Background: an optimization exercise with open tools, aiming at small area, a short achievable clock period and few clock cycles. Do not read the settings as production practice.
Function was checked by simulation only, so behaviour that the tests miss may differ from the original.
Power and IR drop assume default switching activity.

$ cat flow/config.mk
export PLATFORM = sky130hd
export DESIGN_NAME = DATAPATH
export DESIGN_NICKNAME = DATAPATH
export VERILOG_FILES = /design/flow/design.v
export SDC_FILE = /design/flow/constraint.sdc
export NUM_CORES = 4
export LEC_CHECK = 0
export ABC_AREA = 1
export CAP_MARGIN = 20
export CORE_MARGIN = 2
export CORE_UTILIZATION = 40
export CTS_BUF_LIST = sky130_fd_sc_hd__clkbuf_4 sky130_fd_sc_hd__clkbuf_8
export CTS_CLUSTER_SIZE = 30
export GPL_ROUTABILITY_DRIVEN = 0
export SLEW_MARGIN = 20
export SYNTH_HIERARCHICAL = 1
export SYNTH_MINIMUM_KEEP_SIZE = 0
$ cat flow/constraint.sdc
create_clock -name core_clock -period 4.0 [get_ports {clk}]
set_input_delay 0.8000 -clock core_clock [delete_from_list [all_inputs] [get_ports {clk}]]
set_output_delay 0.8000 -clock core_clock [all_outputs]
set_load 0.01 [all_outputs]
$ cat flow/design.v
`timescale 1ns / 1ps
module DATAPATH(Product, done, clk, multiplicand, multiplier, start, rst);
output [31:0] Product;
output reg done;
input [16:0] multiplicand;
input [16:0] multiplier;
input clk, start, rst;
wire one1 = multiplier[0] ^ 1'b0;
wire two2 = (multiplier[1] & ~multiplier[0] & ~1'b0) | (~multiplier[1] & multiplier[0] & 1'b0);
wire pp3 = ((one1 & multiplicand[0])) ^ multiplier[1];
wire pp4 = ((one1 & multiplicand[1]) | (two2 & multiplicand[0])) ^ multiplier[1];
wire pp5 = ((one1 & multiplicand[2]) | (two2 & multiplicand[1])) ^ multiplier[1];
wire pp6 = ((one1 & multiplicand[3]) | (two2 & multiplicand[2])) ^ multiplier[1];
wire pp7 = ((one1 & multiplicand[4]) | (two2 & multiplicand[3])) ^ multiplier[1];
wire pp8 = ((one1 & multiplicand[5]) | (two2 & multiplicand[4])) ^ multiplier[1];
wire pp9 = ((one1 & multiplicand[6]) | (two2 & multiplicand[5])) ^ multiplier[1];
wire pp10 = ((one1 & multiplicand[7]) | (two2 & multiplicand[6])) ^ multiplier[1];
wire pp11 = ((one1 & multiplicand[8]) | (two2 & multiplicand[7])) ^ multiplier[1];
wire pp12 = ((one1 & multiplicand[9]) | (two2 & multiplicand[8])) ^ multiplier[1];
wire pp13 = ((one1 & multiplicand[10]) | (two2 & multiplicand[9])) ^ multiplier[1];
wire pp14 = ((one1 & multiplicand[11]) | (two2 & multiplicand[10])) ^ multiplier[1];
wire pp15 = ((one1 & multiplicand[12]) | (two2 & multiplicand[11])) ^ multiplier[1];
wire pp16 = ((one1 & multiplicand[13]) | (two2 & multiplicand[12])) ^ multiplier[1];
wire pp17 = ((one1 & multiplicand[14]) | (two2 & multiplicand[13])) ^ multiplier[1];
wire pp18 = ((one1 & multiplicand[15]) | (two2 & multiplicand[14])) ^ multiplier[1];
wire pp19 = ((two2 & multiplicand[15])) ^ multiplier[1];
wire sn20 = ~multiplier[1];
wire one21 = multiplier[2] ^ multiplier[1];
wire two22 = (multiplier[3] & ~multiplier[2] & ~multiplier[1]) | (~multiplier[3] & multiplier[2] & multiplier[1]);
wire pp23 = ((one21 & multiplicand[0])) ^ multiplier[3];
wire pp24 = ((one21 & multiplicand[1]) | (two22 & multiplicand[0])) ^ multiplier[3];
wire pp25 = ((one21 & multiplicand[2]) | (two22 & multiplicand[1])) ^ multiplier[3];
wire pp26 = ((one21 & multiplicand[3]) | (two22 & multiplicand[2])) ^ multiplier[3];
wire pp27 = ((one21 & multiplicand[4]) | (two22 & multiplicand[3])) ^ multiplier[3];
wire pp28 = ((one21 & multiplicand[5]) | (two22 & multiplicand[4])) ^ multiplier[3];
wire pp29 = ((one21 & multiplicand[6]) | (two22 & multiplicand[5])) ^ multiplier[3];
wire pp30 = ((one21 & multiplicand[7]) | (two22 & multiplicand[6])) ^ multiplier[3];
wire pp31 = ((one21 & multiplicand[8]) | (two22 & multiplicand[7])) ^ multiplier[3];
wire pp32 = ((one21 & multiplicand[9]) | (two22 & multiplicand[8])) ^ multiplier[3];
wire pp33 = ((one21 & multiplicand[10]) | (two22 & multiplicand[9])) ^ multiplier[3];
wire pp34 = ((one21 & multiplicand[11]) | (two22 & multiplicand[10])) ^ multiplier[3];
wire pp35 = ((one21 & multiplicand[12]) | (two22 & multiplicand[11])) ^ multiplier[3];
wire pp36 = ((one21 & multiplicand[13]) | (two22 & multiplicand[12])) ^ multiplier[3];
wire pp37 = ((one21 & multiplicand[14]) | (two22 & multiplicand[13])) ^ multiplier[3];
wire pp38 = ((one21 & multiplicand[15]) | (two22 & multiplicand[14])) ^ multiplier[3];
wire pp39 = ((two22 & multiplicand[15])) ^ multiplier[3];
wire sn40 = ~multiplier[3];
wire one41 = multiplier[4] ^ multiplier[3];
wire two42 = (multiplier[5] & ~multiplier[4] & ~multiplier[3]) | (~multiplier[5] & multiplier[4] & multiplier[3]);
wire pp43 = ((one41 & multiplicand[0])) ^ multiplier[5];
wire pp44 = ((one41 & multiplicand[1]) | (two42 & multiplicand[0])) ^ multiplier[5];
wire pp45 = ((one41 & multiplicand[2]) | (two42 & multiplicand[1])) ^ multiplier[5];
wire pp46 = ((one41 & multiplicand[3]) | (two42 & multiplicand[2])) ^ multiplier[5];
wire pp47 = ((one41 & multiplicand[4]) | (two42 & multiplicand[3])) ^ multiplier[5];
wire pp48 = ((one41 & multiplicand[5]) | (two42 & multiplicand[4])) ^ multiplier[5];
wire pp49 = ((one41 & multiplicand[6]) | (two42 & multiplicand[5])) ^ multiplier[5];
wire pp50 = ((one41 & multiplicand[7]) | (two42 & multiplicand[6])) ^ multiplier[5];
wire pp51 = ((one41 & multiplicand[8]) | (two42 & multiplicand[7])) ^ multiplier[5];
wire pp52 = ((one41 & multiplicand[9]) | (two42 & multiplicand[8])) ^ multiplier[5];
wire pp53 = ((one41 & multiplicand[10]) | (two42 & multiplicand[9])) ^ multiplier[5];
wire pp54 = ((one41 & multiplicand[11]) | (two42 & multiplicand[10])) ^ multiplier[5];
wire pp55 = ((one41 & multiplicand[12]) | (two42 & multiplicand[11])) ^ multiplier[5];
wire pp56 = ((one41 & multiplicand[13]) | (two42 & multiplicand[12])) ^ multiplier[5];
wire pp57 = ((one41 & multiplicand[14]) | (two42 & multiplicand[13])) ^ multiplier[5];
wire pp58 = ((one41 & multiplicand[15]) | (two42 & multiplicand[14])) ^ multiplier[5];
wire pp59 = ((two42 & multiplicand[15])) ^ multiplier[5];
wire sn60 = ~multiplier[5];
wire one61 = multiplier[6] ^ multiplier[5];
wire two62 = (multiplier[7] & ~multiplier[6] & ~multiplier[5]) | (~multiplier[7] & multiplier[6] & multiplier[5]);
wire pp63 = ((one61 & multiplicand[0])) ^ multiplier[7];
wire pp64 = ((one61 & multiplicand[1]) | (two62 & multiplicand[0])) ^ multiplier[7];
wire pp65 = ((one61 & multiplicand[2]) | (two62 & multiplicand[1])) ^ multiplier[7];
wire pp66 = ((one61 & multiplicand[3]) | (two62 & multiplicand[2])) ^ multiplier[7];
wire pp67 = ((one61 & multiplicand[4]) | (two62 & multiplicand[3])) ^ multiplier[7];
wire pp68 = ((one61 & multiplicand[5]) | (two62 & multiplicand[4])) ^ multiplier[7];
wire pp69 = ((one61 & multiplicand[6]) | (two62 & multiplicand[5])) ^ multiplier[7];
wire pp70 = ((one61 & multiplicand[7]) | (two62 & multiplicand[6])) ^ multiplier[7];
wire pp71 = ((one61 & multiplicand[8]) | (two62 & multiplicand[7])) ^ multiplier[7];
wire pp72 = ((one61 & multiplicand[9]) | (two62 & multiplicand[8])) ^ multiplier[7];
wire pp73 = ((one61 & multiplicand[10]) | (two62 & multiplicand[9])) ^ multiplier[7];
wire pp74 = ((one61 & multiplicand[11]) | (two62 & multiplicand[10])) ^ multiplier[7];
wire pp75 = ((one61 & multiplicand[12]) | (two62 & multiplicand[11])) ^ multiplier[7];
wire pp76 = ((one61 & multiplicand[13]) | (two62 & multiplicand[12])) ^ multiplier[7];
wire pp77 = ((one61 & multiplicand[14]) | (two62 & multiplicand[13])) ^ multiplier[7];
wire pp78 = ((one61 & multiplicand[15]) | (two62 & multiplicand[14])) ^ multiplier[7];
wire pp79 = ((two62 & multiplicand[15])) ^ multiplier[7];
wire sn80 = ~multiplier[7];
wire one81 = multiplier[8] ^ multiplier[7];
wire two82 = (multiplier[9] & ~multiplier[8] & ~multiplier[7]) | (~multiplier[9] & multiplier[8] & multiplier[7]);
wire pp83 = ((one81 & multiplicand[0])) ^ multiplier[9];
wire pp84 = ((one81 & multiplicand[1]) | (two82 & multiplicand[0])) ^ multiplier[9];
wire pp85 = ((one81 & multiplicand[2]) | (two82 & multiplicand[1])) ^ multiplier[9];
wire pp86 = ((one81 & multiplicand[3]) | (two82 & multiplicand[2])) ^ multiplier[9];
wire pp87 = ((one81 & multiplicand[4]) | (two82 & multiplicand[3])) ^ multiplier[9];
wire pp88 = ((one81 & multiplicand[5]) | (two82 & multiplicand[4])) ^ multiplier[9];
wire pp89 = ((one81 & multiplicand[6]) | (two82 & multiplicand[5])) ^ multiplier[9];
wire pp90 = ((one81 & multiplicand[7]) | (two82 & multiplicand[6])) ^ multiplier[9];
wire pp91 = ((one81 & multiplicand[8]) | (two82 & multiplicand[7])) ^ multiplier[9];
wire pp92 = ((one81 & multiplicand[9]) | (two82 & multiplicand[8])) ^ multiplier[9];
wire pp93 = ((one81 & multiplicand[10]) | (two82 & multiplicand[9])) ^ multiplier[9];
wire pp94 = ((one81 & multiplicand[11]) | (two82 & multiplicand[10])) ^ multiplier[9];
wire pp95 = ((one81 & multiplicand[12]) | (two82 & multiplicand[11])) ^ multiplier[9];
wire pp96 = ((one81 & multiplicand[13]) | (two82 & multiplicand[12])) ^ multiplier[9];
wire pp97 = ((one81 & multiplicand[14]) | (two82 & multiplicand[13])) ^ multiplier[9];
wire pp98 = ((one81 & multiplicand[15]) | (two82 & multiplicand[14])) ^ multiplier[9];
wire pp99 = ((two82 & multiplicand[15])) ^ multiplier[9];
wire sn100 = ~multiplier[9];
wire one101 = multiplier[10] ^ multiplier[9];
wire two102 = (multiplier[11] & ~multiplier[10] & ~multiplier[9]) | (~multiplier[11] & multiplier[10] & multiplier[9]);
wire pp103 = ((one101 & multiplicand[0])) ^ multiplier[11];
wire pp104 = ((one101 & multiplicand[1]) | (two102 & multiplicand[0])) ^ multiplier[11];
wire pp105 = ((one101 & multiplicand[2]) | (two102 & multiplicand[1])) ^ multiplier[11];
wire pp106 = ((one101 & multiplicand[3]) | (two102 & multiplicand[2])) ^ multiplier[11];
wire pp107 = ((one101 & multiplicand[4]) | (two102 & multiplicand[3])) ^ multiplier[11];
wire pp108 = ((one101 & multiplicand[5]) | (two102 & multiplicand[4])) ^ multiplier[11];
wire pp109 = ((one101 & multiplicand[6]) | (two102 & multiplicand[5])) ^ multiplier[11];
wire pp110 = ((one101 & multiplicand[7]) | (two102 & multiplicand[6])) ^ multiplier[11];
wire pp111 = ((one101 & multiplicand[8]) | (two102 & multiplicand[7])) ^ multiplier[11];
wire pp112 = ((one101 & multiplicand[9]) | (two102 & multiplicand[8])) ^ multiplier[11];
wire pp113 = ((one101 & multiplicand[10]) | (two102 & multiplicand[9])) ^ multiplier[11];
wire pp114 = ((one101 & multiplicand[11]) | (two102 & multiplicand[10])) ^ multiplier[11];
wire pp115 = ((one101 & multiplicand[12]) | (two102 & multiplicand[11])) ^ multiplier[11];
wire pp116 = ((one101 & multiplicand[13]) | (two102 & multiplicand[12])) ^ multiplier[11];
wire pp117 = ((one101 & multiplicand[14]) | (two102 & multiplicand[13])) ^ multiplier[11];
wire pp118 = ((one101 & multiplicand[15]) | (two102 & multiplicand[14])) ^ multiplier[11];
wire pp119 = ((two102 & multiplicand[15])) ^ multiplier[11];
wire sn120 = ~multiplier[11];
wire one121 = multiplier[12] ^ multiplier[11];
wire two122 = (multiplier[13] & ~multiplier[12] & ~multiplier[11]) | (~multiplier[13] & multiplier[12] & multiplier[11]);
wire pp123 = ((one121 & multiplicand[0])) ^ multiplier[13];
wire pp124 = ((one121 & multiplicand[1]) | (two122 & multiplicand[0])) ^ multiplier[13];
wire pp125 = ((one121 & multiplicand[2]) | (two122 & multiplicand[1])) ^ multiplier[13];
wire pp126 = ((one121 & multiplicand[3]) | (two122 & multiplicand[2])) ^ multiplier[13];
wire pp127 = ((one121 & multiplicand[4]) | (two122 & multiplicand[3])) ^ multiplier[13];
wire pp128 = ((one121 & multiplicand[5]) | (two122 & multiplicand[4])) ^ multiplier[13];
wire pp129 = ((one121 & multiplicand[6]) | (two122 & multiplicand[5])) ^ multiplier[13];
wire pp130 = ((one121 & multiplicand[7]) | (two122 & multiplicand[6])) ^ multiplier[13];
wire pp131 = ((one121 & multiplicand[8]) | (two122 & multiplicand[7])) ^ multiplier[13];
wire pp132 = ((one121 & multiplicand[9]) | (two122 & multiplicand[8])) ^ multiplier[13];
wire pp133 = ((one121 & multiplicand[10]) | (two122 & multiplicand[9])) ^ multiplier[13];
wire pp134 = ((one121 & multiplicand[11]) | (two122 & multiplicand[10])) ^ multiplier[13];
wire pp135 = ((one121 & multiplicand[12]) | (two122 & multiplicand[11])) ^ multiplier[13];
wire pp136 = ((one121 & multiplicand[13]) | (two122 & multiplicand[12])) ^ multiplier[13];
wire pp137 = ((one121 & multiplicand[14]) | (two122 & multiplicand[13])) ^ multiplier[13];
wire pp138 = ((one121 & multiplicand[15]) | (two122 & multiplicand[14])) ^ multiplier[13];
wire pp139 = ((two122 & multiplicand[15])) ^ multiplier[13];
wire sn140 = ~multiplier[13];
wire one141 = multiplier[14] ^ multiplier[13];
wire two142 = (multiplier[15] & ~multiplier[14] & ~multiplier[13]) | (~multiplier[15] & multiplier[14] & multiplier[13]);
wire pp143 = ((one141 & multiplicand[0])) ^ multiplier[15];
wire pp144 = ((one141 & multiplicand[1]) | (two142 & multiplicand[0])) ^ multiplier[15];
wire pp145 = ((one141 & multiplicand[2]) | (two142 & multiplicand[1])) ^ multiplier[15];
wire pp146 = ((one141 & multiplicand[3]) | (two142 & multiplicand[2])) ^ multiplier[15];
wire pp147 = ((one141 & multiplicand[4]) | (two142 & multiplicand[3])) ^ multiplier[15];
wire pp148 = ((one141 & multiplicand[5]) | (two142 & multiplicand[4])) ^ multiplier[15];
wire pp149 = ((one141 & multiplicand[6]) | (two142 & multiplicand[5])) ^ multiplier[15];
wire pp150 = ((one141 & multiplicand[7]) | (two142 & multiplicand[6])) ^ multiplier[15];
wire pp151 = ((one141 & multiplicand[8]) | (two142 & multiplicand[7])) ^ multiplier[15];
wire pp152 = ((one141 & multiplicand[9]) | (two142 & multiplicand[8])) ^ multiplier[15];
wire pp153 = ((one141 & multiplicand[10]) | (two142 & multiplicand[9])) ^ multiplier[15];
wire pp154 = ((one141 & multiplicand[11]) | (two142 & multiplicand[10])) ^ multiplier[15];
wire pp155 = ((one141 & multiplicand[12]) | (two142 & multiplicand[11])) ^ multiplier[15];
wire pp156 = ((one141 & multiplicand[13]) | (two142 & multiplicand[12])) ^ multiplier[15];
wire pp157 = ((one141 & multiplicand[14]) | (two142 & multiplicand[13])) ^ multiplier[15];
wire pp158 = ((one141 & multiplicand[15]) | (two142 & multiplicand[14])) ^ multiplier[15];
wire pp159 = ((two142 & multiplicand[15])) ^ multiplier[15];
wire sn160 = ~multiplier[15];
wire pp161 = multiplicand[0] & multiplier[15];
wire pp162 = multiplicand[1] & multiplier[15];
wire pp163 = multiplicand[2] & multiplier[15];
wire pp164 = multiplicand[3] & multiplier[15];
wire pp165 = multiplicand[4] & multiplier[15];
wire pp166 = multiplicand[5] & multiplier[15];
wire pp167 = multiplicand[6] & multiplier[15];
wire pp168 = multiplicand[7] & multiplier[15];
wire pp169 = multiplicand[8] & multiplier[15];
wire pp170 = multiplicand[9] & multiplier[15];
wire pp171 = multiplicand[10] & multiplier[15];
wire pp172 = multiplicand[11] & multiplier[15];
wire pp173 = multiplicand[12] & multiplier[15];
wire pp174 = multiplicand[13] & multiplier[15];
wire pp175 = multiplicand[14] & multiplier[15];
wire pp176 = multiplicand[15] & multiplier[15];
wire s177, c178;
HA2 u_s177 (.a(multiplier[11]), .b(pp13), .s(s177), .co(c178));
wire s179, c180;
HA2 u_s179 (.a(pp14), .b(pp32), .s(s179), .co(c180));
wire s181, c182;
FA3 u_s181 (.a(multiplier[13]), .b(pp15), .c(pp33), .s(s181), .co(c182));
wire s183, c184;
HA2 u_s183 (.a(pp51), .b(pp69), .s(s183), .co(c184));
wire s185, c186;
FA3 u_s185 (.a(pp16), .b(pp34), .c(pp52), .s(s185), .co(c186));
wire s187, c188;
HA2 u_s187 (.a(pp70), .b(pp88), .s(s187), .co(c188));
wire s189, c190;
FA3 u_s189 (.a(multiplier[15]), .b(pp17), .c(pp35), .s(s189), .co(c190));
wire s191, c192;
FA3 u_s191 (.a(pp53), .b(pp71), .c(pp89), .s(s191), .co(c192));
wire s193, c194;
HA2 u_s193 (.a(pp107), .b(pp125), .s(s193), .co(c194));
wire s195, c196;
FA3 u_s195 (.a(pp18), .b(pp36), .c(pp54), .s(s195), .co(c196));
wire s197, c198;
FA3 u_s197 (.a(pp72), .b(pp90), .c(pp108), .s(s197), .co(c198));
wire s199, c200;
HA2 u_s199 (.a(pp126), .b(pp144), .s(s199), .co(c200));
wire s201, c202;
FA3 u_s201 (.a(pp161), .b(pp19), .c(pp37), .s(s201), .co(c202));
wire s203, c204;
FA3 u_s203 (.a(pp55), .b(pp73), .c(pp91), .s(s203), .co(c204));
wire s205, c206;
FA3 u_s205 (.a(pp109), .b(pp127), .c(pp145), .s(s205), .co(c206));
wire s207, c208;
FA3 u_s207 (.a(multiplier[1]), .b(pp162), .c(pp38), .s(s207), .co(c208));
wire s209, c210;
FA3 u_s209 (.a(pp56), .b(pp74), .c(pp92), .s(s209), .co(c210));
wire s211, c212;
FA3 u_s211 (.a(pp110), .b(pp128), .c(pp146), .s(s211), .co(c212));
wire s213, c214;
FA3 u_s213 (.a(multiplier[1]), .b(pp163), .c(pp39), .s(s213), .co(c214));
wire s215, c216;
FA3 u_s215 (.a(pp57), .b(pp75), .c(pp93), .s(s215), .co(c216));
wire s217, c218;
FA3 u_s217 (.a(pp111), .b(pp129), .c(pp147), .s(s217), .co(c218));
wire s219, c220;
FA3 u_s219 (.a(sn20), .b(sn40), .c(pp164), .s(s219), .co(c220));
wire s221, c222;
FA3 u_s221 (.a(pp58), .b(pp76), .c(pp94), .s(s221), .co(c222));
wire s223, c224;
FA3 u_s223 (.a(pp112), .b(pp130), .c(pp148), .s(s223), .co(c224));
wire s225 = ~(pp165 ^ pp59);
wire c226 = pp165 | pp59;
wire s227, c228;
FA3 u_s227 (.a(pp77), .b(pp95), .c(pp113), .s(s227), .co(c228));
wire s229, c230;
HA2 u_s229 (.a(pp131), .b(pp149), .s(s229), .co(c230));
wire s231, c232;
FA3 u_s231 (.a(sn60), .b(pp166), .c(pp78), .s(s231), .co(c232));
wire s233, c234;
FA3 u_s233 (.a(pp96), .b(pp114), .c(pp132), .s(s233), .co(c234));
wire s235 = ~(pp167 ^ pp79);
wire c236 = pp167 | pp79;
wire s237, c238;
HA2 u_s237 (.a(pp97), .b(pp115), .s(s237), .co(c238));
wire s239, c240;
FA3 u_s239 (.a(sn80), .b(pp168), .c(pp98), .s(s239), .co(c240));
wire s241, c242;
HA2 u_s241 (.a(1'b1), .b(pp169), .s(s241), .co(c242));
wire s243, c244;
HA2 u_s243 (.a(multiplier[7]), .b(pp9), .s(s243), .co(c244));
wire s245, c246;
HA2 u_s245 (.a(pp10), .b(pp28), .s(s245), .co(c246));
wire s247, c248;
FA3 u_s247 (.a(multiplier[9]), .b(pp11), .c(pp29), .s(s247), .co(c248));
wire s249, c250;
HA2 u_s249 (.a(pp47), .b(pp65), .s(s249), .co(c250));
wire s251, c252;
FA3 u_s251 (.a(pp12), .b(pp30), .c(pp48), .s(s251), .co(c252));
wire s253, c254;
HA2 u_s253 (.a(pp66), .b(pp84), .s(s253), .co(c254));
wire s255, c256;
FA3 u_s255 (.a(pp31), .b(pp49), .c(pp67), .s(s255), .co(c256));
wire s257, c258;
FA3 u_s257 (.a(pp85), .b(pp103), .c(s177), .s(s257), .co(c258));
wire s259, c260;
FA3 u_s259 (.a(pp50), .b(pp68), .c(pp86), .s(s259), .co(c260));
wire s261, c262;
FA3 u_s261 (.a(pp104), .b(c178), .c(s179), .s(s261), .co(c262));
wire s263, c264;
FA3 u_s263 (.a(pp87), .b(pp105), .c(pp123), .s(s263), .co(c264));
wire s265, c266;
FA3 u_s265 (.a(c180), .b(s183), .c(s181), .s(s265), .co(c266));
wire s267, c268;
FA3 u_s267 (.a(pp106), .b(pp124), .c(c184), .s(s267), .co(c268));
wire s269, c270;
FA3 u_s269 (.a(s187), .b(c182), .c(s185), .s(s269), .co(c270));
wire s271, c272;
FA3 u_s271 (.a(pp143), .b(c188), .c(s193), .s(s271), .co(c272));
wire s273, c274;
FA3 u_s273 (.a(c186), .b(s189), .c(s191), .s(s273), .co(c274));
wire s275, c276;
FA3 u_s275 (.a(c194), .b(s199), .c(c190), .s(s275), .co(c276));
wire s277, c278;
FA3 u_s277 (.a(c192), .b(s195), .c(s197), .s(s277), .co(c278));
wire s279, c280;
FA3 u_s279 (.a(c200), .b(c196), .c(c198), .s(s279), .co(c280));
wire s281, c282;
FA3 u_s281 (.a(s201), .b(s203), .c(s205), .s(s281), .co(c282));
wire s283, c284;
FA3 u_s283 (.a(c202), .b(c204), .c(c206), .s(s283), .co(c284));
wire s285, c286;
FA3 u_s285 (.a(s207), .b(s209), .c(s211), .s(s285), .co(c286));
wire s287, c288;
FA3 u_s287 (.a(c208), .b(c210), .c(c212), .s(s287), .co(c288));
wire s289, c290;
FA3 u_s289 (.a(s213), .b(s215), .c(s217), .s(s289), .co(c290));
wire s291, c292;
FA3 u_s291 (.a(s219), .b(c214), .c(c216), .s(s291), .co(c292));
wire s293, c294;
FA3 u_s293 (.a(c218), .b(s221), .c(s223), .s(s293), .co(c294));
wire s295, c296;
FA3 u_s295 (.a(c220), .b(s229), .c(c222), .s(s295), .co(c296));
wire s297, c298;
FA3 u_s297 (.a(c224), .b(s225), .c(s227), .s(s297), .co(c298));
wire s299, c300;
FA3 u_s299 (.a(pp150), .b(c230), .c(c226), .s(s299), .co(c300));
wire s301, c302;
FA3 u_s301 (.a(c228), .b(s231), .c(s233), .s(s301), .co(c302));
wire s303, c304;
FA3 u_s303 (.a(pp133), .b(pp151), .c(s237), .s(s303), .co(c304));
wire s305, c306;
FA3 u_s305 (.a(c232), .b(c234), .c(s235), .s(s305), .co(c306));
wire s307, c308;
FA3 u_s307 (.a(pp116), .b(pp134), .c(pp152), .s(s307), .co(c308));
wire s309, c310;
FA3 u_s309 (.a(c238), .b(c236), .c(s239), .s(s309), .co(c310));
wire s311, c312;
FA3 u_s311 (.a(s241), .b(pp99), .c(pp117), .s(s311), .co(c312));
wire s313, c314;
FA3 u_s313 (.a(pp135), .b(pp153), .c(c240), .s(s313), .co(c314));
wire s315, c316;
FA3 u_s315 (.a(sn100), .b(pp170), .c(c242), .s(s315), .co(c316));
wire s317, c318;
FA3 u_s317 (.a(pp118), .b(pp136), .c(pp154), .s(s317), .co(c318));
wire s319 = ~(pp171 ^ pp119);
wire c320 = pp171 | pp119;
wire s321, c322;
HA2 u_s321 (.a(pp137), .b(pp155), .s(s321), .co(c322));
wire s323, c324;
FA3 u_s323 (.a(sn120), .b(pp172), .c(pp138), .s(s323), .co(c324));
wire s325, c326;
HA2 u_s325 (.a(1'b1), .b(pp173), .s(s325), .co(c326));
wire s327, c328;
HA2 u_s327 (.a(multiplier[5]), .b(pp7), .s(s327), .co(c328));
wire s329, c330;
HA2 u_s329 (.a(pp8), .b(pp26), .s(s329), .co(c330));
wire s331, c332;
FA3 u_s331 (.a(pp27), .b(pp45), .c(pp63), .s(s331), .co(c332));
wire s333, c334;
FA3 u_s333 (.a(pp46), .b(pp64), .c(c244), .s(s333), .co(c334));
wire s335, c336;
FA3 u_s335 (.a(pp83), .b(c246), .c(s249), .s(s335), .co(c336));
wire s337, c338;
FA3 u_s337 (.a(c250), .b(s253), .c(c248), .s(s337), .co(c338));
wire s339, c340;
FA3 u_s339 (.a(c254), .b(c252), .c(s255), .s(s339), .co(c340));
wire s341, c342;
FA3 u_s341 (.a(c256), .b(s259), .c(c258), .s(s341), .co(c342));
wire s343, c344;
FA3 u_s343 (.a(c260), .b(s263), .c(c262), .s(s343), .co(c344));
wire s345, c346;
FA3 u_s345 (.a(c264), .b(s267), .c(c266), .s(s345), .co(c346));
wire s347, c348;
FA3 u_s347 (.a(c268), .b(s271), .c(c270), .s(s347), .co(c348));
wire s349, c350;
FA3 u_s349 (.a(c272), .b(c274), .c(s275), .s(s349), .co(c350));
wire s351, c352;
FA3 u_s351 (.a(c276), .b(c278), .c(s279), .s(s351), .co(c352));
wire s353, c354;
FA3 u_s353 (.a(c280), .b(c282), .c(s283), .s(s353), .co(c354));
wire s355, c356;
FA3 u_s355 (.a(c284), .b(c286), .c(s287), .s(s355), .co(c356));
wire s357, c358;
FA3 u_s357 (.a(c288), .b(c290), .c(s291), .s(s357), .co(c358));
wire s359, c360;
FA3 u_s359 (.a(c292), .b(c294), .c(s295), .s(s359), .co(c360));
wire s361, c362;
FA3 u_s361 (.a(c296), .b(c298), .c(s299), .s(s361), .co(c362));
wire s363, c364;
FA3 u_s363 (.a(s303), .b(c300), .c(c302), .s(s363), .co(c364));
wire s365, c366;
FA3 u_s365 (.a(s307), .b(c304), .c(c306), .s(s365), .co(c366));
wire s367, c368;
FA3 u_s367 (.a(c308), .b(s311), .c(c310), .s(s367), .co(c368));
wire s369, c370;
FA3 u_s369 (.a(s315), .b(c312), .c(s317), .s(s369), .co(c370));
wire s371, c372;
FA3 u_s371 (.a(s321), .b(c316), .c(c318), .s(s371), .co(c372));
wire s373, c374;
FA3 u_s373 (.a(pp156), .b(c322), .c(c320), .s(s373), .co(c374));
wire s375, c376;
FA3 u_s375 (.a(s325), .b(pp139), .c(pp157), .s(s375), .co(c376));
wire s377, c378;
FA3 u_s377 (.a(sn140), .b(pp174), .c(c326), .s(s377), .co(c378));
wire s379, c380;
HA2 u_s379 (.a(1'b1), .b(pp175), .s(s379), .co(c380));
wire s381, c382;
HA2 u_s381 (.a(multiplier[3]), .b(pp5), .s(s381), .co(c382));
wire s383, c384;
HA2 u_s383 (.a(pp6), .b(pp24), .s(s383), .co(c384));
wire s385, c386;
FA3 u_s385 (.a(pp25), .b(pp43), .c(s327), .s(s385), .co(c386));
wire s387, c388;
FA3 u_s387 (.a(pp44), .b(c328), .c(s329), .s(s387), .co(c388));
wire s389, c390;
FA3 u_s389 (.a(c330), .b(s243), .c(s331), .s(s389), .co(c390));
wire s391, c392;
FA3 u_s391 (.a(s245), .b(c332), .c(s333), .s(s391), .co(c392));
wire s393, c394;
FA3 u_s393 (.a(s247), .b(c334), .c(s335), .s(s393), .co(c394));
wire s395, c396;
FA3 u_s395 (.a(s251), .b(c336), .c(s337), .s(s395), .co(c396));
wire s397, c398;
FA3 u_s397 (.a(s257), .b(c338), .c(s339), .s(s397), .co(c398));
wire s399, c400;
FA3 u_s399 (.a(s261), .b(c340), .c(s341), .s(s399), .co(c400));
wire s401, c402;
FA3 u_s401 (.a(s265), .b(c342), .c(s343), .s(s401), .co(c402));
wire s403, c404;
FA3 u_s403 (.a(s269), .b(c344), .c(s345), .s(s403), .co(c404));
wire s405, c406;
FA3 u_s405 (.a(s273), .b(c346), .c(s347), .s(s405), .co(c406));
wire s407, c408;
FA3 u_s407 (.a(s277), .b(c348), .c(s349), .s(s407), .co(c408));
wire s409, c410;
FA3 u_s409 (.a(s281), .b(c350), .c(s351), .s(s409), .co(c410));
wire s411, c412;
FA3 u_s411 (.a(s285), .b(c352), .c(s353), .s(s411), .co(c412));
wire s413, c414;
FA3 u_s413 (.a(s289), .b(c354), .c(s355), .s(s413), .co(c414));
wire s415, c416;
FA3 u_s415 (.a(s293), .b(c356), .c(s357), .s(s415), .co(c416));
wire s417, c418;
FA3 u_s417 (.a(s297), .b(c358), .c(s359), .s(s417), .co(c418));
wire s419, c420;
FA3 u_s419 (.a(s301), .b(c360), .c(s361), .s(s419), .co(c420));
wire s421, c422;
FA3 u_s421 (.a(s305), .b(c362), .c(s363), .s(s421), .co(c422));
wire s423, c424;
FA3 u_s423 (.a(s309), .b(c364), .c(s365), .s(s423), .co(c424));
wire s425, c426;
FA3 u_s425 (.a(s313), .b(c366), .c(s367), .s(s425), .co(c426));
wire s427, c428;
FA3 u_s427 (.a(c314), .b(s369), .c(c368), .s(s427), .co(c428));
wire s429, c430;
FA3 u_s429 (.a(s319), .b(c370), .c(s371), .s(s429), .co(c430));
wire s431, c432;
FA3 u_s431 (.a(s323), .b(c372), .c(s373), .s(s431), .co(c432));
wire s433, c434;
FA3 u_s433 (.a(c324), .b(s375), .c(c374), .s(s433), .co(c434));
wire s435, c436;
FA3 u_s435 (.a(pp158), .b(s377), .c(c376), .s(s435), .co(c436));
wire s437, c438;
FA3 u_s437 (.a(s379), .b(pp159), .c(c378), .s(s437), .co(c438));
wire s439, c440;
FA3 u_s439 (.a(sn160), .b(pp176), .c(c380), .s(s439), .co(c440));
wire [31:0] row_s = {s439, s437, s435, s433, c430, s429, s427, c424, c422, c420, c418, c416, c414, c412, c410, c408, c406, c404, c402, c400, c398, c396, c394, c392, c390, c388, c386, c384, c382, pp23, pp4, multiplier[1]};
wire [31:0] row_c = {c438, c436, c434, c432, s431, c428, c426, s425, s423, s421, s419, s417, s415, s413, s411, s409, s407, s405, s403, s401, s399, s397, s395, s393, s391, s389, s387, s385, s383, s381, 1'b0, pp3};
reg [31:0] acc_s, acc_c;
always @(posedge clk)
 if (start) begin
  acc_s <= row_s;
  acc_c <= row_c;
 end
wire g441, p442;
HA2 u_g441 (.a(acc_s[0]), .b(acc_c[0]), .s(p442), .co(g441));
wire g443, p444;
HA2 u_g443 (.a(acc_s[2]), .b(acc_c[2]), .s(p444), .co(g443));
wire g445, p446;
HA2 u_g445 (.a(acc_s[3]), .b(acc_c[3]), .s(p446), .co(g445));
wire g447, p448;
HA2 u_g447 (.a(acc_s[4]), .b(acc_c[4]), .s(p448), .co(g447));
wire g449, p450;
HA2 u_g449 (.a(acc_s[5]), .b(acc_c[5]), .s(p450), .co(g449));
wire g451, p452;
HA2 u_g451 (.a(acc_s[6]), .b(acc_c[6]), .s(p452), .co(g451));
wire g453, p454;
HA2 u_g453 (.a(acc_s[7]), .b(acc_c[7]), .s(p454), .co(g453));
wire g455, p456;
HA2 u_g455 (.a(acc_s[8]), .b(acc_c[8]), .s(p456), .co(g455));
wire g457, p458;
HA2 u_g457 (.a(acc_s[9]), .b(acc_c[9]), .s(p458), .co(g457));
wire g459, p460;
HA2 u_g459 (.a(acc_s[10]), .b(acc_c[10]), .s(p460), .co(g459));
wire g461, p462;
HA2 u_g461 (.a(acc_s[11]), .b(acc_c[11]), .s(p462), .co(g461));
wire g463, p464;
HA2 u_g463 (.a(acc_s[12]), .b(acc_c[12]), .s(p464), .co(g463));
wire g465, p466;
HA2 u_g465 (.a(acc_s[13]), .b(acc_c[13]), .s(p466), .co(g465));
wire g467, p468;
HA2 u_g467 (.a(acc_s[14]), .b(acc_c[14]), .s(p468), .co(g467));
wire g469, p470;
HA2 u_g469 (.a(acc_s[15]), .b(acc_c[15]), .s(p470), .co(g469));
wire g471, p472;
HA2 u_g471 (.a(acc_s[16]), .b(acc_c[16]), .s(p472), .co(g471));
wire g473, p474;
HA2 u_g473 (.a(acc_s[17]), .b(acc_c[17]), .s(p474), .co(g473));
wire g475, p476;
HA2 u_g475 (.a(acc_s[18]), .b(acc_c[18]), .s(p476), .co(g475));
wire g477, p478;
HA2 u_g477 (.a(acc_s[19]), .b(acc_c[19]), .s(p478), .co(g477));
wire g479, p480;
HA2 u_g479 (.a(acc_s[20]), .b(acc_c[20]), .s(p480), .co(g479));
wire g481, p482;
HA2 u_g481 (.a(acc_s[21]), .b(acc_c[21]), .s(p482), .co(g481));
wire g483, p484;
HA2 u_g483 (.a(acc_s[22]), .b(acc_c[22]), .s(p484), .co(g483));
wire g485, p486;
HA2 u_g485 (.a(acc_s[23]), .b(acc_c[23]), .s(p486), .co(g485));
wire g487, p488;
HA2 u_g487 (.a(acc_s[24]), .b(acc_c[24]), .s(p488), .co(g487));
wire g489, p490;
HA2 u_g489 (.a(acc_s[25]), .b(acc_c[25]), .s(p490), .co(g489));
wire g491, p492;
HA2 u_g491 (.a(acc_s[26]), .b(acc_c[26]), .s(p492), .co(g491));
wire g493, p494;
HA2 u_g493 (.a(acc_s[27]), .b(acc_c[27]), .s(p494), .co(g493));
wire g495, p496;
HA2 u_g495 (.a(acc_s[28]), .b(acc_c[28]), .s(p496), .co(g495));
wire g497, p498;
HA2 u_g497 (.a(acc_s[29]), .b(acc_c[29]), .s(p498), .co(g497));
wire g499, p500;
HA2 u_g499 (.a(acc_s[30]), .b(acc_c[30]), .s(p500), .co(g499));
wire g501, p502;
HA2 u_g501 (.a(acc_s[31]), .b(acc_c[31]), .s(p502), .co(g501));
wire q503 = acc_s[1] & g441;
wire q504 = acc_s[1] & p442;
wire q505 = (p446 & g443) | g445;
wire q506 = p446 & p444;
wire q507 = (p450 & g447) | g449;
wire q508 = p450 & p448;
wire q509 = (p454 & g451) | g453;
wire q510 = p454 & p452;
wire q511 = (p458 & g455) | g457;
wire q512 = p458 & p456;
wire q513 = (p462 & g459) | g461;
wire q514 = p462 & p460;
wire q515 = (p466 & g463) | g465;
wire q516 = p466 & p464;
wire q517 = (p470 & g467) | g469;
wire q518 = p470 & p468;
wire q519 = (p474 & g471) | g473;
wire q520 = p474 & p472;
wire q521 = (p478 & g475) | g477;
wire q522 = p478 & p476;
wire q523 = (p482 & g479) | g481;
wire q524 = p482 & p480;
wire q525 = (p486 & g483) | g485;
wire q526 = p486 & p484;
wire q527 = (p490 & g487) | g489;
wire q528 = p490 & p488;
wire q529 = (p494 & g491) | g493;
wire q530 = p494 & p492;
wire q531 = (p498 & g495) | g497;
wire q532 = p498 & p496;
wire q533 = (p502 & g499) | g501;
wire q534 = p502 & p500;
wire q535 = (q506 & q503) | q505;
wire q536 = q506 & q504;
wire q537 = (q510 & q507) | q509;
wire q538 = q510 & q508;
wire q539 = (q514 & q511) | q513;
wire q540 = q514 & q512;
wire q541 = (q518 & q515) | q517;
wire q542 = q518 & q516;
wire q543 = (q522 & q519) | q521;
wire q544 = q522 & q520;
wire q545 = (q526 & q523) | q525;
wire q546 = q526 & q524;
wire q547 = (q530 & q527) | q529;
wire q548 = q530 & q528;
wire q549 = (q534 & q531) | q533;
wire q550 = q534 & q532;
wire q551 = (q538 & q535) | q537;
wire q552 = q538 & q536;
wire q553 = (q542 & q539) | q541;
wire q554 = q542 & q540;
wire q555 = (q546 & q543) | q545;
wire q556 = q546 & q544;
wire q557 = (q550 & q547) | q549;
wire q558 = q550 & q548;
wire q559 = (q554 & q551) | q553;
wire q560 = q554 & q552;
wire q561 = (q558 & q555) | q557;
wire q562 = q558 & q556;
wire q563 = (q562 & q559) | q561;
wire q564 = q562 & q560;
wire q565 = (q556 & q559) | q555;
wire q566 = q556 & q560;
wire q567 = (q540 & q551) | q539;
wire q568 = q540 & q552;
wire q569 = (q544 & q559) | q543;
wire q570 = q544 & q560;
wire q571 = (q548 & q565) | q547;
wire q572 = q548 & q566;
wire q573 = (q508 & q535) | q507;
wire q574 = q508 & q536;
wire q575 = (q512 & q551) | q511;
wire q576 = q512 & q552;
wire q577 = (q516 & q567) | q515;
wire q578 = q516 & q568;
wire q579 = (q520 & q559) | q519;
wire q580 = q520 & q560;
wire q581 = (q524 & q569) | q523;
wire q582 = q524 & q570;
wire q583 = (q528 & q565) | q527;
wire q584 = q528 & q566;
wire q585 = (q532 & q571) | q531;
wire q586 = q532 & q572;
wire q587 = (p444 & q503) | g443;
wire q588 = p444 & q504;
wire q589 = (p448 & q535) | g447;
wire q590 = p448 & q536;
wire q591 = (p452 & q573) | g451;
wire q592 = p452 & q574;
wire q593 = (p456 & q551) | g455;
wire q594 = p456 & q552;
wire q595 = (p460 & q575) | g459;
wire q596 = p460 & q576;
wire q597 = (p464 & q567) | g463;
wire q598 = p464 & q568;
wire q599 = (p468 & q577) | g467;
wire q600 = p468 & q578;
wire q601 = (p472 & q559) | g471;
wire q602 = p472 & q560;
wire q603 = (p476 & q579) | g475;
wire q604 = p476 & q580;
wire q605 = (p480 & q569) | g479;
wire q606 = p480 & q570;
wire q607 = (p484 & q581) | g483;
wire q608 = p484 & q582;
wire q609 = (p488 & q565) | g487;
wire q610 = p488 & q566;
wire q611 = (p492 & q583) | g491;
wire q612 = p492 & q584;
wire q613 = (p496 & q571) | g495;
wire q614 = p496 & q572;
wire q615 = (p500 & q585) | g499;
wire q616 = p500 & q586;
wire q617 = acc_s[1] ^ g441;
wire q618 = p444 ^ q503;
wire q619 = p446 ^ q587;
wire q620 = p448 ^ q535;
wire q621 = p450 ^ q589;
wire q622 = p452 ^ q573;
wire q623 = p454 ^ q591;
wire q624 = p456 ^ q551;
wire q625 = p458 ^ q593;
wire q626 = p460 ^ q575;
wire q627 = p462 ^ q595;
wire q628 = p464 ^ q567;
wire q629 = p466 ^ q597;
wire q630 = p468 ^ q577;
wire q631 = p470 ^ q599;
wire q632 = p472 ^ q559;
wire q633 = p474 ^ q601;
wire q634 = p476 ^ q579;
wire q635 = p478 ^ q603;
wire q636 = p480 ^ q569;
wire q637 = p482 ^ q605;
wire q638 = p484 ^ q581;
wire q639 = p486 ^ q607;
wire q640 = p488 ^ q565;
wire q641 = p490 ^ q609;
wire q642 = p492 ^ q583;
wire q643 = p494 ^ q611;
wire q644 = p496 ^ q571;
wire q645 = p498 ^ q613;
wire q646 = p500 ^ q585;
wire q647 = p502 ^ q615;
assign Product = {q647, q646, q645, q644, q643, q642, q641, q640, q639, q638, q637, q636, q635, q634, q633, q632, q631, q630, q629, q628, q627, q626, q625, q624, q623, q622, q621, q620, q619, q618, q617, p442};
always @(posedge clk)
 if (rst)
  done <= 1'b0;
 else
  done <= start;
endmodule
module FA3(a, b, c, s, co);
input a, b, c;
output s, co;
assign s = a ^ b ^ c;
assign co = (a & b) | (a & c) | (b & c);
endmodule
module BSEL(one, two, neg, a0, a1, pp);
input one, two, neg, a0, a1;
output pp;
assign pp = ((one & a0) | (two & a1)) ^ neg;
endmodule
module AO21(a, b, c, y);
input a, b, c;
output y;
assign y = (a & b) | c;
endmodule
module HA2(a, b, s, co);
input a, b;
output s, co;
assign s = a ^ b;
assign co = a & b;
endmodule
$ cat flow/flow/run.sh
#!/bin/bash
# Standard layout, with plain buffers (instead of delay buffers) on the ports.
set -euo pipefail
export BUFFER_PORTS_ARGS="-buffer_cell sky130_fd_sc_hd__buf_2"
bash standard.sh > standard.log 2>&1
$ cat flow/standard.sh
#!/bin/bash
# synth_recipe.tcl (not shown) runs the flow's synth.tcl, then flattens the netlist and writes it again
# the make line also repeats each setting of config.mk as NAME=value (left out here)
make -C /OpenROAD-flow-scripts/flow DESIGN_CONFIG=/design/flow/config.mk WORK_HOME=/design/flow/orfs CLKGATE_MAP_FILE= SYNTH_SCRIPT=/design/flow/synth_recipe.tcl "${@:-finish}"
==> results.toml, run 1 <==
[outcome]
status = "timing/DRC/antenna clean"

[hold_path]
hp-class = "input port to flip-flop"

[layout]
layout_commonest_cell = "xor2_1"
layout.nets = 1101
syn2layout_area_growth_pct = 9.540
final_cell_mix = "xor2_1, o22ai_1, fa_1"
regArea_um2 = 1912
final_cells = 1165
fillers = 2068
multi_input_area_um2 = 5912
design_area_um2 = 9468
antenna_cells = 0
drive_gt1_frac = 0.1966

[route]
wl_met3_mm = 1.143
vias = 6030
drc_errors = 0
drt_wl_total_mm = 20.22
dr_wl_met2_mm = 9.840
met1_length_mm = 8.818
top_layer = "met4"
ant_nets = 0
drtIter0Drc = 396
drtPass1Iterations = 5
wire_per_inst_um = 17.35
viasPerCell = 5.176

[synth]
synth-xor-area-share = 0.1449
ys_seq_area_frac = 0.2212
synth_compound_gate_area_share = 0.1171
ys_dominant_reg_cell = "edfxtp_1"
postSynthCellCount = 830
ys_seq_elements = 64
synth_top_area_cell = "fa_1"
synth_top_family_by_area = "adder cells"
synth.distinct_cells = 36
ys_async_sr_fraction = 0
syn_area_per_cell_um2 = 10.41
synth_fa_ha_area_frac = 0.3538
synth.area.mux_share = 0
synth_area_leaders = "fa_1, edfxtp_1, xor2_1"
synthesis.area_um2 = 8643
synth-simple-area-share = 0.06688
synth-edff-count = 63
synth.top_cell.area_share = 0.2525
yosys_warnings = 7

[cts]
clk_path_buf_depth = 2
cts-root-buf = "clkbuf_8"
cts_max_level = 3
cts_setup_buffers = 0
postCtsResizedCells = 0
clock_sinks = 64
cts_buffers = 9
cts_hold_buf = 0
cts.reportedPaths.clkPinSlew_ns = 0.07
cts_tree = "yes"

[placement]
place_ws_ns = -0.007289
place_area_um2 = 9258
portBuffers = 67
dp.cells = 1149
dpl.hpwl_mm = 16.41

[sta]
min_period_over_period = 0.9135
min_period_ns = 3.654
tightest_slew_ns = 0.6778
setup_viol = 0
rsz0062_at_grt = "no"
hold_violations = 0
timing.slew.headroom = 0.5482
fin_ws_ns = 0.3461
timing.fmax_mhz = 273.7
setup_tns_ns = 0
slew_violations = 0

[grt]
grt_max_degree = 38
grt.total_usage = 0.1934
grt_antenna_before_repair = 0
grt_pass1_wl_mm = 33.60
overflow = 0
first_global_vias = 6382

[die]
core_area_um2 = 21090
fp.dieArea_um2 = 22800
die_h_um = 151.0
start_util = 0.4099
ioPinCount = 70
die_x_um = 151.0
fp-row-count = 53

[setup_path]
crit_required_ns = 3.20
startpoint_type = "flip-flop"
end_kind = "primary output"
criticalPathCategory = "flip-flop to primary output"
crit_fanout = 4
crit_arrival_ns = 2.85

[pwr]
p_leak_nw = 4.248
p_per_area_nw_per_um2 = 630.9
vdd.ir_drop.worst_mv = 0.4105

[job]
maxCapViolCount = 0
## modules after synthesis, one instance, submodules excluded
module	cells inside	flip-flops and latches	cell area (µm²)	times used
DATAPATH	670	64	5823	1
FA3	1	0	20.02	109
HA2	1	0	12.51	51
## cell type report
class                           instances  share of cell area
Clock inverter                          7            0.009119
Inverter                               75             0.02973
Timing Repair Buffer                  125             0.08537
Tap cell                              275             0.03634
Clock buffer                            9             0.01308
Multi-Input combinational cell        610              0.6244
Sequential cell                        64              0.2019
## Yosys cell counts (all sizes together) (2+ instances only)
cell,instances
xor2,129
xnor2,14
nand2,77
clkbuf,13
o21ai,10
nand3,10
nor2,40
o22ai,120
a21oi,17
a31o,3
inv,73
ha,70
clkinv,2
fa,109
buf,70
nand4,2
a21o,2
edfxtp,63
## per-layer routing
| metal | up-vias | track usage |
|---|---|---|
| met5 | - | 0 |
| met3 | 21 | 0.02620 |
| met4 | 0 | 0.06589 |
| li1 | 2884 | - |
| met1 | 2955 | 0.2602 |
| met2 | 170 | 0.3227 |
## report_power, final
part,switching [mW],internal (mW)
sequential,0.0760,1.22
combinational,2.24,1.82
clock,0.271,0.345
total,2.59,3.39
## logic make-up (layout without fill, tap and decap cells)
family | Yosys count | after routing
and+or+nand+nor | 131 | 131
other | 1 | 3
buffers and inverters | 158 | 216
AOI/OAI and AO/OA | 154 | 154
DFF | 64 | 64
xor gates and xnor gates | 143 | 143
adders and majority gates | 179 | 179
## final timing paths
path	cells after the start	slack, ns	to	startpoint
hold / removal	2	0.58	done$_SDFF_PP0_	rst
setup / recovery	18	0.35	Product[31]	acc_s[0]$_DFFE_PP_
## flip-flops by register name, indices dropped and copies added, names as in the netlist
name   count
acc_c     31
acc_s     32
done       1
## through the flow
step | hold WS (ns) | utilization | power [mW]
floorplan | 0.8712 | - | 4.834
global placement | 0.9711 | 0.4390 | 5.376
detailed placement | 0.9685 | 0.4390 | 5.480
CTS | 0.5618 | 0.4490 | 6.125
global route | 0.5678 | 0.4490 | 6.706
finish | 0.5789 | 0.4490 | 5.973
## worst max-delay path: stages, from the launching register on
cell	delay, ns
edfxtp_1	0.37
ha_1	0.21
ha_1	0.19
nand3_1	0.09
nand3_2	0.11
nand2_1	0.16
nand2_2	0.09
nand2_1	0.09
nand2_2	0.11
nand2_2	0.08
nand2_2	0.10
nand2_2	0.09
nand2_2	0.06
nand2_1	0.07
nand2_1	0.06
ha_1	0.18
nor2_1	0.13
xnor2_1	0.13
buf_2	0.15
Testbench counts, summed over its fixed seeds: cycles 2,400.
==> run 2: changes to the inputs <==
--- a/flow/config.mk
+++ b/flow/config.mk
@@ -8,10 +8,9 @@
 export ABC_AREA = 1
 export CAP_MARGIN = 20
 export CORE_MARGIN = 2
-export CORE_UTILIZATION = 40
+export CORE_UTILIZATION = 50
 export CTS_BUF_LIST = sky130_fd_sc_hd__clkbuf_4 sky130_fd_sc_hd__clkbuf_8
 export CTS_CLUSTER_SIZE = 30
-export GPL_ROUTABILITY_DRIVEN = 0
 export SLEW_MARGIN = 20
 export SYNTH_HIERARCHICAL = 1
 export SYNTH_MINIMUM_KEEP_SIZE = 0
==> run 2 against run 1 <==
- critical path depth down 1
- critical path type unchanged
- routed wire length up 1.4%
- cell area down 1.0%
- maximum frequency down 0.42%
- still clean on timing, DRC and antenna
- synthesized cell count unchanged
- first-iteration DRC count down 12%
- total power down 1.1%
- cell count down 4.2%
- highest routed layer unchanged
- global-route usage up 4.3 points
- area after synthesis unchanged
- clock-buffer cell count unchanged
==> results.toml, run 2 <==
[placement]
finalWeightedCongestion = 0.9399
portBuffers = 67
place_ws_ns = -0.03333
dpl.hpwl_mm = 16.71

[sta]
min_period_ns = 3.669
min_period_over_period = 0.9173
slew_violations = 0
whs_ns = 0.5861
tightest_slew_ns = 0.7102
timing.fmax_mhz = 272.5
setup_viol = 0
hold_violations = 0
timing.slew.headroom = 0.5265
rsz0062_at_grt = "no"
fin_ws_ns = 0.3307

[synth]
synth-simple-area-share = 0.06688
synth.distinct_cells = 36
ys_dominant_reg_cell = "edfxtp_1"
synth_top_area_cell = "fa_1"
ys_seq_area_frac = 0.2212
ys_seq_elements = 64
synth_common_cells = "xor2_1, o22ai_1, fa_1"
synth_fa_ha_area_frac = 0.3538
synth_area_leaders = "fa_1, edfxtp_1, xor2_1"
synthesis.area_um2 = 8643
postSynthCellCount = 830
syn_area_per_cell_um2 = 10.41
synth-xor-area-share = 0.1449
ys_async_sr_fraction = 0
yosys_warnings = 7
synth_compound_gate_area_share = 0.1171
synth-edff-count = 63
synth.area.mux_share = 0
post-synth-top-count-cell = "xor2_1"
synth_top_family_by_area = "adder cells"
synth.top_cell.area_share = 0.2525

[pwr]
p_sw_frac = 0.4377
vdd.ir_drop.worst_mv = 0.4316
p_leak_nw = 4.238
internal_power_mw = 3.322
finalPower_mw = 5.908
p_per_area_nw_per_um2 = 630.3
pwr-share-seq = 0.221
combPwrFrac = 0.688
p_sw_mw = 2.586
clockPowerShare = 0.091

[layout]
utilization = 0.5476
drive_gt1_frac = 0.1953
syn2layout_area_growth_pct = 8.439
layout_commonest_cell = "xor2_1"
layout.nets = 1103
antenna_cells = 0
largest-register = "acc_s"
reg_top3 = "acc_s (32), acc_c (31), done (1)"
largest_register_ffs = 32
final_cell_mix = "xor2_1, o22ai_1, fa_1"

[setup_path]
crit_required_ns = 3.20
crit_slowest_cell = "edfxtp_1"
crit_end = "Product[31]"
critical-path-top-delay-family = "simple AND/OR/NAND/NOR gates"
path_buf_inv = 1
cp_common_cell = "nand2_2"
cp.depth = 17
cpPeakStageDelay_ns = 0.38
worstSetupStartpoint = "acc_s[5]$_DFFE_PP_"
startpoint_type = "flip-flop"
crit_arrival_ns = 2.87
end_kind = "primary output"
criticalPathCategory = "flip-flop to primary output"
path_cells = "ha_1 > nand2_1 > nand2_1 > a21oi_2 > nand2_2 > nand2_1 > nand2_2 > nand2_2 > nand2_2 > nand2_2 > nand2_2 > nand2_1 > nand2_1 > ha_1 > nor2_1 > xnor2_1 > buf_2"
crit_fanout = 4

[cts]
cts_tree = "yes"
cts_hold_buf = 0
cts_max_level = 3
clk_path_buf_depth = 2
cts_setup_buffers = 0
cts.reportedPaths.clkPinSlew_ns = 0.08
cts_buffers = 9
postCtsResizedCells = 0
cts-root-buf = "clkbuf_8"
clock_sinks = 64

[die]
die_h_um = 135.5
start_util = 0.5050
fp.dieArea_um2 = 18350
ioPinCount = 70
die_x_um = 135.5
fp-row-count = 48
core_area_um2 = 17120

[route]
drtIter0Drc = 349
viasPerCell = 5.492
drc_errors = 0
drt_wl_total_mm = 20.51
ant_nets = 0
vias = 6129
drtPass1Iterations = 5
wire_per_inst_um = 18.38

[grt]
overflow = 0
grt_pass1_wl_mm = 33.26
grt_max_degree = 35
grt.total_usage = 0.2367
grt_antenna_before_repair = 0
first_global_vias = 6362

[job]
maxCapViolCount = 0

[hold_path]
hp-class = "input port to flip-flop"

[outcome]
status = "timing/DRC/antenna clean"
==> run 2: cell counts after synthesis <==
Identical to the previous run, type by type.
==> run 2: kinds of logic after synthesis <==
group,after synthesis
simple gates,131
xor+xnor,143
other cells,1
buf+inv,158
flops,64
compound gates,154
fa+ha+maj,179
==> run 2: power groups by stage <==
stage          sequential, mW  clock, mW  combinational (mW)
2_1_floorplan            1.29          0                3.54
3_3_place_gp             1.31          0                3.98
3_5_place_dp             1.32          0                4.13
4_1_cts                  1.31      0.553                4.15
5_1_grt                  1.33      0.581                4.67
6_report                 1.30      0.538                4.06
==> run 2: layer usage <==
metal	routed length, µm	share of wire	global-route usage	up-vias
li1	-	-	-	2888
met1	8997	0.44	0.3222	3032
met2	9880	0.48	0.3847	182
met3	1251	0.061	0.04938	27
met4	379	0.018	0.07002	0
met5	0	0	0	-
==> run 2: worst min-delay path by stage <==
stage               startpoint         endpoint  slack [ns]  depth (start not counted)
floorplan                  rst  done$_SDFF_PP0_        0.87                          1
finish                     rst  done$_SDFF_PP0_        0.59                          2
CTS                        rst  done$_SDFF_PP0_        0.57                          2
global placement           rst  done$_SDFF_PP0_        0.96                          2
global route               rst  done$_SDFF_PP0_        0.58                          2
detailed placement         rst  done$_SDFF_PP0_        0.96                          2
==> run 2: Yosys stat by module, one instance, submodules excluded <==
module    flip-flops and latches  area, µm²
HA2                            0      12.51
DATAPATH                      64       5823
FA3                            0      20.02
==> run 2: layout make-up <==
class	instances	area, µm²
Inverter	75	281.5
Timing Repair Buffer	127	810.8
Clock inverter	6	51.30
Fill cell	1518	7744
Sequential cell	64	1912
Multi-Input combinational cell	610	5912
Clock buffer	9	123.9
Tap cell	225	281.5
==> run 2: stage by stage <==
| step | cells | instance area, µm² | setup TNS, ns |
|---|---|---|---|
| after CTS | 1116 | 9373 | 0 |
| after floorplan | 832 | 8651 | 0 |
| after detailed placement | 1101 | 9198 | -0.03544 |
| after global routing | 1116 | 9373 | 0 |
| after global placement | 1101 | 9198 | -0.01155 |
| final | 1116 | 9373 | 0 |
==> run 3: changes to the inputs <==
--- a/flow/config.mk
+++ b/flow/config.mk
@@ -8,7 +8,7 @@
 export ABC_AREA = 1
 export CAP_MARGIN = 20
 export CORE_MARGIN = 2
-export CORE_UTILIZATION = 50
+export CORE_UTILIZATION = 30
 export CTS_BUF_LIST = sky130_fd_sc_hd__clkbuf_4 sky130_fd_sc_hd__clkbuf_8
 export CTS_CLUSTER_SIZE = 30
 export SLEW_MARGIN = 20
==> run 3 against run 2 <==
- total power up 2.4%
- die area is 64% higher
- critical endpoint is now acc_c[18]$_DFFE_PP_
- largest power group unchanged
- combinational power increased by 1%
- largest cell class unchanged
- still clean
- area after synthesis unchanged
==> results.toml, run 3 <==
[sta]
min_period_over_period = 0.9102
rsz0062_at_grt = "no"
hold_violations = 0
setup_tns_ns = 0
min_period_ns = 3.641
timing.slew.headroom = 0.6433
slew_violations = 0
tightest_slew_ns = 0.5350
timing.fmax_mhz = 274.7
setup_viol = 0

[cts]
cts-root-buf = "clkbuf_8"
cts_hold_buf = 0
cts_setup_buffers = 0
cts.reportedPaths.clkPinSlew_ns = 0.08
clock_sinks = 64
cts_max_level = 3
clk_path_buf_depth = 2
cts_tree = "yes"
cts_buffers = 9
postCtsResizedCells = 0

[layout]
layout_commonest_cell = "xor2_1"
antenna_cells = 0
final_cells = 1272
final_cell_mix = "xor2_1, o22ai_1, fa_1"
layout.nets = 1099
design_area_um2 = 9587
fillers = 2991
syn2layout_area_growth_pct = 10.91
largest_register_ffs = 32
largest-register = "acc_s"
drive_gt1_frac = 0.1959
reg_top3 = "acc_s (32), acc_c (31), done (1)"
utilization = 0.3358

[setup_path]
worstSetupStartpoint = "multiplier[11]"
path_cells = "buf_2 > nand2_1 > nor2_2 > a21oi_4 > o22ai_1 > xor2_1 > fa_1 > fa_1 > fa_1 > fa_1"
crit_fanout = 15
path_buf_inv = 1
startpoint_type = "input port"
cpPeakStageDelay_ns = 0.54
crit_arrival_ns = 3.76
critical-path-top-delay-family = "adder cells"
criticalPathCategory = "input port to flip-flop"
cp_common_cell = "fa_1"
crit_required_ns = 4.12
crit_slowest_cell = "fa_1"
end_kind = "flip-flop"

[die]
fp.dieArea_um2 = 30180
die_x_um = 173.7
core_area_um2 = 28550
fp-row-count = 62
start_util = 0.3028
ioPinCount = 70
die_h_um = 173.7

[synth]
synthesis.area_um2 = 8643
synth.area.mux_share = 0
synth_common_cells = "xor2_1, o22ai_1, fa_1"
postSynthCellCount = 830
ys_seq_area_frac = 0.2212
post-synth-top-count-cell = "xor2_1"
synth_area_leaders = "fa_1, edfxtp_1, xor2_1"
synth-simple-area-share = 0.06688
ys_dominant_reg_cell = "edfxtp_1"
ys_async_sr_fraction = 0
synth.distinct_cells = 36
synth-edff-count = 63
synth-xor-area-share = 0.1449
syn_area_per_cell_um2 = 10.41
synth_top_area_cell = "fa_1"
ys_seq_elements = 64
synth_compound_gate_area_share = 0.1171
yosys_warnings = 7
synth.top_cell.area_share = 0.2525
synth_top_family_by_area = "adder cells"
synth_fa_ha_area_frac = 0.3538

[grt]
grt_max_degree = 31
first_global_vias = 6202
grt_antenna_before_repair = 2
overflow = 0
grt.total_usage = 0.1419
grt_pass1_wl_mm = 33.52

[pwr]
clockPowerShare = 0.105
combPwrFrac = 0.680
p_sw_frac = 0.4396
pwr-share-seq = 0.215
p_sw_mw = 2.659
vdd.ir_drop.worst_mv = 0.3992
internal_power_mw = 3.390
p_per_area_nw_per_um2 = 631.0
p_leak_nw = 4.239

[route]
drc_errors = 0
vias = 6092
ant_nets = 0
drtIter0Drc = 441
wire_per_inst_um = 16.21
drt_wl_total_mm = 20.62
viasPerCell = 4.789
drtPass1Iterations = 5

[outcome]
status = "timing/DRC/antenna clean"

[placement]
portBuffers = 67
finalWeightedCongestion = 0.9098
place_area_um2 = 9366
dpl.hpwl_mm = 16.90
dp.cells = 1256

[job]
maxCapViolCount = 0

[hold_path]
hold_start = "rst"
hp-class = "input port to flip-flop"
## run 3: changes by cell type in the layout (fill, tap and decap cells not counted), sizes merged
cell | before | now
buf | 127 | 123
bufinv | 1 | 2
## run 3: power by group through the flow
stage	Sequential [mW]	Combinational, mW	Clock (mW)
2_1_floorplan	1.29	3.54	0
3_3_place_gp	1.31	4.13	0
3_5_place_dp	1.32	4.21	0
4_1_cts	1.30	4.23	0.663
5_1_grt	1.33	4.78	0.684
6_report	1.30	4.11	0.637
## run 3: kinds of logic (layout without fill, tap and decap cells)
family,Yosys count,after routing
and+or+nand+nor,131,131
other,1,3
DFF,64,64
buffers and inverters,158,214
xor gates and xnor gates,143,143
adders and majority gates,179,179
AOI/OAI and AO/OA,154,154
## run 3: path summary, 6_finish.rpt
kind	end	slack, ns	cells past startpoint
min	done$_SDFF_PP0_	0.57	2
max	acc_c[18]$_DFFE_PP_	0.36	10
## run 3: area by class of cell
class | count | area (µm²) | share of cell area
Clock buffer | 9 | 123.9 | 0.01292
Clock inverter | 7 | 96.34 | 0.01005
Inverter | 75 | 281.5 | 0.02937
Multi-Input combinational cell | 610 | 5912 | 0.6167
Sequential cell | 64 | 1912 | 0.1994
Tap cell | 384 | 480.5 | 0.05012
Timing Repair Buffer | 123 | 780.7 | 0.08144
## run 3: modules after synthesis, one instance, submodules excluded
module | copies in the design | cell area [µm²] | flip-flops and latches
DATAPATH | 1 | 5823 | 64
FA3 | 109 | 20.02 | 0
HA2 | 51 | 12.51 | 0
## run 3: layer usage
layer	wire length, µm	global-route usage
met5	13	0
met4	473	0.04657
met3	1010	0.02368
met2	9855	0.2301
met1	9267	0.1932
## run 3: per-stage QoR
stage	worst slack [ns]	hold slack, ns	total power, mW
final	0.3593	0.5747	6.049
after global routing	0.1139	0.5668	6.793
after CTS	0.2934	0.5531	6.202
after detailed placement	-0.008603	0.9653	5.526
after global placement	0.01433	0.9607	5.447
after floorplan	0.2884	0.8712	4.834
==> run 4: changes to the inputs <==
--- a/flow/config.mk
+++ b/flow/config.mk
@@ -7,10 +7,12 @@
 export LEC_CHECK = 0
 export ABC_AREA = 1
 export CAP_MARGIN = 20
+export CORE_ASPECT_RATIO = 0.5
 export CORE_MARGIN = 2
-export CORE_UTILIZATION = 30
+export CORE_UTILIZATION = 40
 export CTS_BUF_LIST = sky130_fd_sc_hd__clkbuf_4 sky130_fd_sc_hd__clkbuf_8
 export CTS_CLUSTER_SIZE = 30
+export PLACE_DENSITY = 0.75
 export SLEW_MARGIN = 20
 export SYNTH_HIERARCHICAL = 1
 export SYNTH_MINIMUM_KEEP_SIZE = 0
==> run 4 against run 3 <==
- still clean on timing, DRC and antenna
- core utilization rose by 11 points
- die area fell by 24%
- sequential share of layout area rose by 0.44 points
- area after synthesis did not move
- critical path depth rose by 1
- non-clock buffer count fell by 6
- cell count fell by 7.7%
- hold slack improved by 0.0064 ns
- critical path type unchanged
- critical endpoint is now acc_c[20]$_DFFE_PP_
- highest routed layer unchanged
==> results.toml, run 4 <==
[cts]
cts_hold_buf = 0
cts-root-buf = "clkbuf_8"
cts_max_level = 3
cts.reportedPaths.clkPinSlew_ns = 0.07
cts_setup_buffers = 0
postCtsResizedCells = 0
cts_tree = "yes"
clock_sinks = 64
cts_buffers = 9
clk_path_buf_depth = 2

[route]
drt_wl_total_mm = 19.95
top_layer = "met5"
viasPerCell = 5.279
drtIter0Drc = 398
dr_wl_met2_mm = 9.925
wl_met3_um = 979
wire_per_inst_um = 16.99
vias = 6197
ant_nets = 0
met1_length_mm = 8.495
drc_errors = 0
drtPass1Iterations = 5

[pwr]
p_leak_nw = 4.177
finalPower_mw = 5.952
p_per_area_nw_per_um2 = 634.6
vdd.ir_drop.worst_mv = 0.3257

[layout]
final_cell_mix = "xor2_1, o22ai_1, fa_1"
syn2layout_area_growth_pct = 8.512
largest_register_ffs = 32
reg_top3 = "acc_s (32), acc_c (31), done (1)"
utilization = 0.4492
layout_commonest_cell = "xor2_1"
final_cells = 1174
drive_gt1_frac = 0.1905
antenna_cells = 0
design_area_um2 = 9379
largest-register = "acc_s"
layout.nets = 1093

[grt]
grt_antenna_before_repair = 2
grt_max_degree = 37
first_global_vias = 6463
grt_pass1_wl_mm = 33.36
grt.total_usage = 0.1888
overflow = 0

[setup_path]
criticalPathCategory = "input port to flip-flop"
crit_required_ns = 4.10
crit_slowest_cell = "fa_1"
startpoint_type = "input port"
end_kind = "flip-flop"
crit_fanout = 9
cpPeakStageDelay_ns = 0.54
path_cells = "buf_2 > nor2_1 > nand2_1 > o21ai_1 > inv_1 > o22ai_1 > xor2_1 > fa_1 > fa_1 > fa_1 > fa_1"
cp_common_cell = "fa_1"
crit_arrival_ns = 3.79
worstSetupStartpoint = "multiplier[5]"

[synth]
postSynthCellCount = 830
post-synth-top-count-cell = "xor2_1"
synth_top_area_cell = "fa_1"
syn_area_per_cell_um2 = 10.41
synth_area_leaders = "fa_1, edfxtp_1, xor2_1"
synth.top_cell.area_share = 0.2525
yosys_warnings = 7
synth_common_cells = "xor2_1, o22ai_1, fa_1"
synth-edff-count = 63
ys_dominant_reg_cell = "edfxtp_1"
ys_seq_elements = 64
ys_seq_area_frac = 0.2212
ys_async_sr_fraction = 0
synth.distinct_cells = 36
synthesis.area_um2 = 8643

[sta]
slew_violations = 0
whs_ns = 0.5811
min_period_over_period = 0.9223
min_period_ns = 3.689
tightest_slew_ns = 0.6677
timing.slew.headroom = 0.5549
setup_viol = 0
hold_violations = 0
timing.fmax_mhz = 271.1
rsz0062_at_grt = "no"

[placement]
dpl.hpwl_mm = 16.08
place_area_um2 = 9206
portBuffers = 67
finalWeightedCongestion = 0.9354
dp.cells = 1158

[die]
fp.dieArea_um2 = 22870
core_area_um2 = 20880
fp-row-count = 37
die_h_um = 107.9
die_x_um = 211.9
ioPinCount = 70
start_util = 0.4140

[outcome]
status = "timing/DRC/antenna clean"

[job]
maxCapViolCount = 0

[hold_path]
min_path_cells = 2
hold_start = "rst"
hp-class = "input port to flip-flop"
hold_end = "done$_SDFF_PP0_"
[run 4: cell count changes in the layout (fill, tap and decap cells not counted), sizes merged]
| cell | before | now |
|---|---|---|
| clkinv | 7 | 5 |
| bufinv | 2 | 0 |
| buf | 123 | 117 |
| clkinvlp | 0 | 4 |
[run 4: through the flow]
| step | TNS (ns) | setup slack (ns) |
|---|---|---|
| 2_1_floorplan | 0 | 0.2884 |
| 3_3_place_gp | 0 | 0.06124 |
| 3_5_place_dp | -0.03361 | -0.03361 |
| 4_1_cts | 0 | 0.2421 |
| 5_1_grt | 0 | 0.06636 |
| 6_report | 0 | 0.3110 |
[run 4: power breakdown]
part           switching, mW  total [mW]  internal [mW]
Sequential            0.0848        1.31           1.22
Combinational           2.29        4.13           1.84
Clock                  0.289       0.512          0.223
Total                   2.67        5.95           3.28
[run 4: cells by family (layout without fill, tap and decap cells)]
kind of cell             Yosys count  after routing  share of synthesized area
XOR/XNOR                         143            143                     0.1449
adder cells (fa/ha/maj)          179            179                     0.3538
flip-flops                        64             64                     0.2212
other                              1              3                  0.0004339
AND/OR/NAND/NOR                  131            131                    0.06688
AO/OA/AOI/OAI                    154            154                     0.1171
buffers and inverters            158            208                    0.09569
[run 4: routing by layer]
| layer | vias to the layer above | track usage |
|---|---|---|
| li1 | 2870 | - |
| met1 | 3090 | 0.2414 |
| met2 | 195 | 0.3275 |
| met3 | 38 | 0.03253 |
| met4 | 4 | 0.06388 |
| met5 | - | 0 |
[run 4: layout make-up]
class	count	area, µm²
well taps	292	365.4
flip-flops and latches	64	1912
multi-input cells	610	5912
clock inverters	7	48.80
inverters	75	281.5
repair buffers	117	735.7
clock buffers	9	123.9
fillers	1930	11500
[run 4: worst max path at each step]
stage	cells past startpoint	end	slack (ns)
after floorplan	11	acc_c[17]$_DFFE_PP_	0.29
after global placement	10	acc_c[20]$_DFFE_PP_	0.06
final	11	acc_c[20]$_DFFE_PP_	0.31
after CTS	18	Product[31]	0.24
after detailed placement	11	acc_c[20]$_DFFE_PP_	-0.03
after global routing	17	Product[31]	0.07
[run 4: critical path: cells and delay by family]
kind            cells  cell delay [ns]
fa+ha+maj           4             1.91
simple gates        2             0.25
compound gates      2             0.29
buf+inv             2             0.31
xor+xnor            1             0.21
[run 4: per-module statistics from Yosys (local to each module, per instance)]
module / cell area, µm² / flip-flops and latches
FA3: 20.02 / 0
HA2: 12.51 / 0
DATAPATH: 5823 / 64
